Context: an optimization exercise on an open-source flow, tuned for small area, a short achievable clock period and few clock cycles. The choices shown serve that exercise and are no tape-out recipe.
RTL that was checked went through simulation tests only; none was proved equivalent to the original.
No activity file was given, so power comes from the tool's default toggle rates.

Design booth_mul64, start of the top module:
module booth_mul64(op_done, result, clk, reset_n, multiplier, multiplicand, op_start, op_clear);
Size: roughly 2200 cells after synthesis, about 260 I/O pins, roughly 24000 sq um of cells after synthesis.
export LEC_CHECK = 0
export CAP_MARGIN = 20
export CORE_MARGIN = 2
export CORE_UTILIZATION = 60
export SLEW_MARGIN = 20
export SYNTH_HIERARCHICAL = 1
export SYNTH_MINIMUM_KEEP_SIZE = 0
create_clock -name core_clock -period 10.0 [get_ports {clk}]
standard.sh (not shown) runs the stock make flow with config.mk's settings and CLKGATE_MAP_FILE= SYNTH_SCRIPT=/design/flow/synth_recipe.tcl, a recipe that flattens the netlist after the stock synthesis.
==> flow/flow/run.sh <==
#!/bin/bash
# Standard ORFS layout (the standard.sh) with two changes:
#  - ports are buffered with buf_1 instead of the flow's default choice;
#  - repair_timing aims for a setup slack margin of 6.3 ns.
set -euo pipefail
export BUFFER_PORTS_ARGS="-buffer_cell sky130_fd_sc_hd__buf_1"
export SETUP_SLACK_MARGIN=6.3
bash standard.sh > standard_make.log 2>&1
The baseline ran to the end with no violations.
Then changed:
==> flow/flow/run.sh (replaced) <==
#!/bin/bash
# Standard ORFS layout (the standard.sh) with two changes:
#  - ports are buffered with buf_1 instead of the flow's default choice;
#  - repair_timing aims for a setup slack margin of 6.45 ns.
set -euo pipefail
export BUFFER_PORTS_ARGS="-buffer_cell sky130_fd_sc_hd__buf_1"
export SETUP_SLACK_MARGIN=6.45
bash standard.sh > standard_make.log 2>&1
=> The new run went through all stages and came out clean; global-route usage went up by 0.99 points; area after synthesis stays the same; cell count increases by 1.6%; setup slack gets worse by 0.054 ns; combinational power rose by 4.7%; design area climbs by 5.1%; clock skew came out higher by 0.016 ns; sequential power barely changes; clock-buffer cell count went down by 1; total power went up by 4.0%.
Function was not checked in any run of this note: the RTL went through the layout flow alone.

========
== maple ==
Another version of the RTL of booth_mul64 (not shown whole).
Size: ~2,200 cells after synthesis, about 260 flip-flops, roughly 260 I/O pins, about 24,000 µm² of cells after synthesis.
==> flow/config.mk <==
export PLATFORM = sky130hd
export DESIGN_NAME = booth_mul64
export DESIGN_NICKNAME = booth_mul64
export VERILOG_FILES = /design/flow/design.v
export SDC_FILE = /design/flow/constraint.sdc
export NUM_CORES = 4
export LEC_CHECK = 0
export CAP_MARGIN = 20
export CORE_MARGIN = 2
export CORE_UTILIZATION = 60
export GPL_TIMING_DRIVEN = 1
export SLEW_MARGIN = 20
export SYNTH_HIERARCHICAL = 1
export SYNTH_MINIMUM_KEEP_SIZE = 0
==> flow/constraint.sdc <==
create_clock -name core_clock -period 10.0 [get_ports {clk}]
set_input_delay 2.0000 -clock core_clock [delete_from_list [all_inputs] [get_ports {clk}]]
set_output_delay 2.0000 -clock core_clock [all_outputs]
set_load 0.01 [all_outputs]
==> flow/flow/run.sh <==
#!/bin/bash
# Standard ORFS layout (the standard.sh) with two changes:
#  - ports are buffered with buf_1 instead of the flow's default choice;
#  - repair_timing aims for a setup slack margin of 6.3 ns.
set -euo pipefail
export BUFFER_PORTS_ARGS="-buffer_cell sky130_fd_sc_hd__buf_1"
export SETUP_SLACK_MARGIN=6.3
bash standard.sh > standard_make.log 2>&1
maple did not stop at any stage, and its layout met the timing, DRC and antenna checks.
Testbench counts of maple, summed over its fixed seeds: cycles 4,600.
--- input diff maple..lagoon ---
- GPL_TIMING_DRIVEN no longer set, was 1
==> flow/flow/run.sh <==
#!/bin/bash
# Standard ORFS layout (the standard.sh) with two changes:
#  - ports are buffered with buf_1 instead of the flow's default choice;
#  - repair_timing aims for a setup slack margin of 6.45 ns.
set -euo pipefail
export BUFFER_PORTS_ARGS="-buffer_cell sky130_fd_sc_hd__buf_1"
export SETUP_SLACK_MARGIN=6.45
bash standard.sh > standard_make.log 2>&1
==> comparison <==
Comparing maple and lagoon, the higher filler-free cell count of the finished design is on lagoon. Between lagoon and maple, the vias per cell does not differ in any meaningful way. On switching power share of the total, lagoon tracks maple almost exactly. On met2 track demand over resource: between maple and lagoon, it ends up lower for maple. When lagoon is set beside maple, its final period demand of the worst path turns out to be 0.030 ns smaller. | final worst slack | lagoon vs maple | better |. Any difference in worst hold slack between lagoon and maple is small enough to ignore.
Here is what was changed in the inputs of ember compared with lagoon.
- putting ABC_AREA at 1 where nothing was set
==> flow/flow/run.sh <==
#!/bin/bash
# Standard ORFS layout (the standard.sh) with two changes:
#  - ports are buffered with buf_1 instead of the flow's default choice;
#  - repair_timing aims for a setup slack margin of 6.3 ns.
set -euo pipefail
export BUFFER_PORTS_ARGS="-buffer_cell sky130_fd_sc_hd__buf_1"
export SETUP_SLACK_MARGIN=6.3
bash standard.sh > standard_make.log 2>&1
### Flow results
ember finished every step from synthesis to the final layout, and the layout passed the timing, DRC and antenna checks.
Taking ember as 1.0, lagoon lands at 0.855 on total met2 wirelength after detailed routing.
ember against lagoon: die area higher, count of cell types in the netlist lower, minimum setup slack in the final design lower.
Higher area share of buffers outside the clock network among lagoon and ember: lagoon
[compare] base=lagoon new=ember: number of setup violations in the final report roughly the same, part of the power in combinational logic decreased by 0.7 points relative to the old numbers.
The lower met2 track demand over resource in global routing of lagoon and ember is in lagoon.
Summary — clock network fraction of total power, ember relative to lagoon: higher, by 1.1 points.
ember ended up with sky130_fd_sc_hd__nand2_1 as its commonest non-fill, non-tap cell in the layout; lagoon ended up with sky130_fd_sc_hd__xnor2_1.
Input changes introduced in quartz (baseline for comparison: ember):
- a deleted ABC_AREA that had been 1
- a change of CAP_MARGIN from 20 to 5
- a change of SLEW_MARGIN from 20 to 5
Findings:
- Looking at end of the critical path, the acc[9] result is from ember; the acc[59] one comes from quartz.
- Looking only at pre-CTS setup slack, and setting everything else aside, the lower value of quartz and ember goes to quartz.
- Compound-cell area share of the yosys netlist, quartz and ember: larger value in quartz
- Sequential share of cell area, quartz and ember: larger value in quartz
- Of quartz and ember, the higher period utilization belongs to quartz.
- Diff ember -> quartz: summed area of non-filler cells in the final layout -9.2%; global-route wire length before repair -26,000 µm; transition time of the tightest slew-check pin -0.048 ns; worst hold slack -0.027 ns.
- Against ember, quartz comes in 929 lower on cell total after placement.
- The worst slew slack as a fraction of its limit in quartz was higher than what ember gave.
- Looking at standard-cell row count, quartz sits about 4% lower than ember does.
- For quartz, the commonest non-fill, non-tap cell in the layout was sky130_fd_sc_hd__xnor2_1, unlike ember, where it was sky130_fd_sc_hd__nand2_1.

========
Setup of red:
booth_mul64 again, from the RTL that the note above started with.
==> flow/config.mk <==
export PLATFORM = sky130hd
export DESIGN_NAME = booth_mul64
export DESIGN_NICKNAME = booth_mul64
export VERILOG_FILES = /design/flow/design.v
export SDC_FILE = /design/flow/constraint.sdc
export NUM_CORES = 4
export LEC_CHECK = 0
export CAP_MARGIN = 20
export CORE_MARGIN = 2
export CORE_UTILIZATION = 50
export SLEW_MARGIN = 20
export SYNTH_HIERARCHICAL = 1
export SYNTH_MINIMUM_KEEP_SIZE = 0
==> flow/constraint.sdc <==
create_clock -name core_clock -period 10.0 [get_ports {clk}]
set_input_delay 2.0000 -clock core_clock [delete_from_list [all_inputs] [get_ports {clk}]]
set_output_delay 2.0000 -clock core_clock [all_outputs]
set_load 0.01 [all_outputs]
==> flow/flow/run.sh <==
#!/bin/bash
# Standard ORFS layout (the standard.sh) with two changes:
#  - ports are buffered with buf_1 instead of the flow's default choice;
#  - repair_timing aims for a setup slack margin of 6.3 ns.
set -euo pipefail
export BUFFER_PORTS_ARGS="-buffer_cell sky130_fd_sc_hd__buf_1"
export SETUP_SLACK_MARGIN=6.3
bash standard.sh > standard_make.log 2>&1
Testbench counts of red, summed over its fixed seeds: cycles 4,600.
--- input diff red..blue ---
# red
export LEC_CHECK = 0
export CAP_MARGIN = 20
export CORE_MARGIN = 2
export CORE_UTILIZATION = 50
export SLEW_MARGIN = 20
export SYNTH_HIERARCHICAL = 1
export SYNTH_MINIMUM_KEEP_SIZE = 0
create_clock -name core_clock -period 10.0 [get_ports {clk}]
# blue
export LEC_CHECK = 0
export CAP_MARGIN = 20
export CORE_MARGIN = 2
export CORE_UTILIZATION = 60
export CTS_BUF_LIST = sky130_fd_sc_hd__clkbuf_4 sky130_fd_sc_hd__clkbuf_8
export CTS_CLUSTER_SIZE = 40
export SLEW_MARGIN = 20
export SYNTH_HIERARCHICAL = 1
export SYNTH_MINIMUM_KEEP_SIZE = 0
create_clock -name core_clock -period 10.0 [get_ports {clk}]
Results
Of blue and red, it is blue that has the higher global-route usage. When the final numbers for blue and red were put side by side, the logic gate share of total power turned out to be smaller in red. Buffer count from post-CTS setup fixing: blue and red compared, higher one is red. blue vs. red: die width went down by 8.6%. Number of rows created at floorplan, blue vs red: down by a little under 10%. Re clock tree cell share of total cell area: blue is 0.29 points down on red. Final cell count went down slightly going from red to blue. | sequential cell area share | lower: red |. Data arrival time of the critical path: blue < red. Global-route met3 utilization, blue and red: lower on red. blue vs red, launch point of the critical path: acc[12] vs one[0]. blue ended with more routed wire length than red.
For green, these inputs were changed with respect to blue:
# blue
export LEC_CHECK = 0
export CAP_MARGIN = 20
export CORE_MARGIN = 2
export CORE_UTILIZATION = 60
export CTS_BUF_LIST = sky130_fd_sc_hd__clkbuf_4 sky130_fd_sc_hd__clkbuf_8
export CTS_CLUSTER_SIZE = 40
export SLEW_MARGIN = 20
export SYNTH_HIERARCHICAL = 1
export SYNTH_MINIMUM_KEEP_SIZE = 0
create_clock -name core_clock -period 10.0 [get_ports {clk}]
# green
export LEC_CHECK = 0
export CAP_MARGIN = 20
export CORE_MARGIN = 2
export CORE_UTILIZATION = 60
export CTS_BUF_LIST = sky130_fd_sc_hd__clkbuf_4 sky130_fd_sc_hd__clkbuf_8
export SLEW_MARGIN = 20
export SYNTH_HIERARCHICAL = 1
export SYNTH_MINIMUM_KEEP_SIZE = 0
create_clock -name core_clock -period 10.0 [get_ports {clk}]
Notes after the runs:
Going from blue to green, largest driver fanout on the critical path essentially unchanged, cell leakage power essentially unchanged, setup slack essentially unchanged, multi-input combinational cell count essentially unchanged.
Proportion of final cell area spent on non-clock buffers came out exactly the same in green and blue.
Re number of buffers and inverters on the critical path: no difference whatsoever between blue and green.
From green to blue, critical path depth did not move at all.
Diff green..blue | global-route wire length before repair | unchanged
As far as count of input and output buffers goes, blue and green are indistinguishable; the numbers are identical.
Combinational power: blue vs green, no meaningful difference
The following lists how orange was set up differently from green:
# green
export LEC_CHECK = 0
export CAP_MARGIN = 20
export CORE_MARGIN = 2
export CORE_UTILIZATION = 60
export CTS_BUF_LIST = sky130_fd_sc_hd__clkbuf_4 sky130_fd_sc_hd__clkbuf_8
export SLEW_MARGIN = 20
export SYNTH_HIERARCHICAL = 1
export SYNTH_MINIMUM_KEEP_SIZE = 0
create_clock -name core_clock -period 10.0 [get_ports {clk}]
# orange
export LEC_CHECK = 0
export ABC_AREA = 1
export CAP_MARGIN = 20
export CORE_MARGIN = 2
export CORE_UTILIZATION = 60
export SLEW_MARGIN = 20
export SYNTH_HIERARCHICAL = 1
export SYNTH_MINIMUM_KEEP_SIZE = 0
create_clock -name core_clock -period 10.0 [get_ports {clk}]
==> flow/flow/run.sh <==
#!/bin/bash
# Standard ORFS layout (the standard.sh) with two changes:
#  - ports are buffered with buf_1 instead of the flow's default choice;
#  - repair_timing aims for a setup slack margin of 6.15 ns.
set -euo pipefail
export BUFFER_PORTS_ARGS="-buffer_cell sky130_fd_sc_hd__buf_1"
export SETUP_SLACK_MARGIN=6.15
bash standard.sh > standard_make.log 2>&1
Notes after the runs:
- Looking at logic depth of the worst setup path including buffers across orange and green, the one that comes out higher is green.
- Horizontal die dimension: orange vs green up 3.1%
- Overall power consumption for orange is lower than for green.
- Final cell count without fillers (orange over green): increase, 946
- Final wirelength was lower in the run labelled green.
- Post-place setup slack, orange and green: lower on orange
- Per the comparison of orange with green, synthesized cell count shows an increase of 37%; reg-to-reg setup timing slack decreased 140 ps.

[port drivers added, routing unchanged]
In the flow no input, the clock included, has a driving cell. The finished layouts below were timed again as built, in two steps.
Step 1 sets driving cells, clkbuf_16 on the clock port and buf_2 on the other inputs (assumed; they add their load-dependent delay and slew).
Step 2 also shifts input and output timing later by t, the mid clock arrival at the registers, as if the neighbouring blocks saw the same clock.
Slacks: ideal ports / drivers / drivers and shift; pairs: ideal ports / drivers.
run | t (ns) | setup slack, ns | clock arrival spread, ns
the first run of note 1 | 0.657 | 6.339 / 6.339 / 6.339 | 0.015 / 0.015
the second run of note 1 | 0.661 | 6.285 / 6.285 / 6.285 | 0.032 / 0.031
maple | 0.635 | 6.384 / 6.384 / 6.384 | 0.015 / 0.015
lagoon | 0.641 | 6.415 / 6.415 / 6.415 | 0.013 / 0.013
ember | 0.662 | 6.356 / 6.356 / 6.356 | 0.030 / 0.030
quartz | 0.644 | 6.309 / 6.309 / 6.309 | 0.016 / 0.016
red | 0.611 | 6.294 / 6.294 / 6.294 | 0.029 / 0.029
blue | 0.693 | 6.383 / 6.383 / 6.383 | 0.046 / 0.046
green | 0.693 | 6.383 / 6.383 / 6.383 | 0.046 / 0.046
orange | 0.651 | 6.245 / 6.245 / 6.245 | 0.018 / 0.019
After both steps every run listed still meets setup and hold.
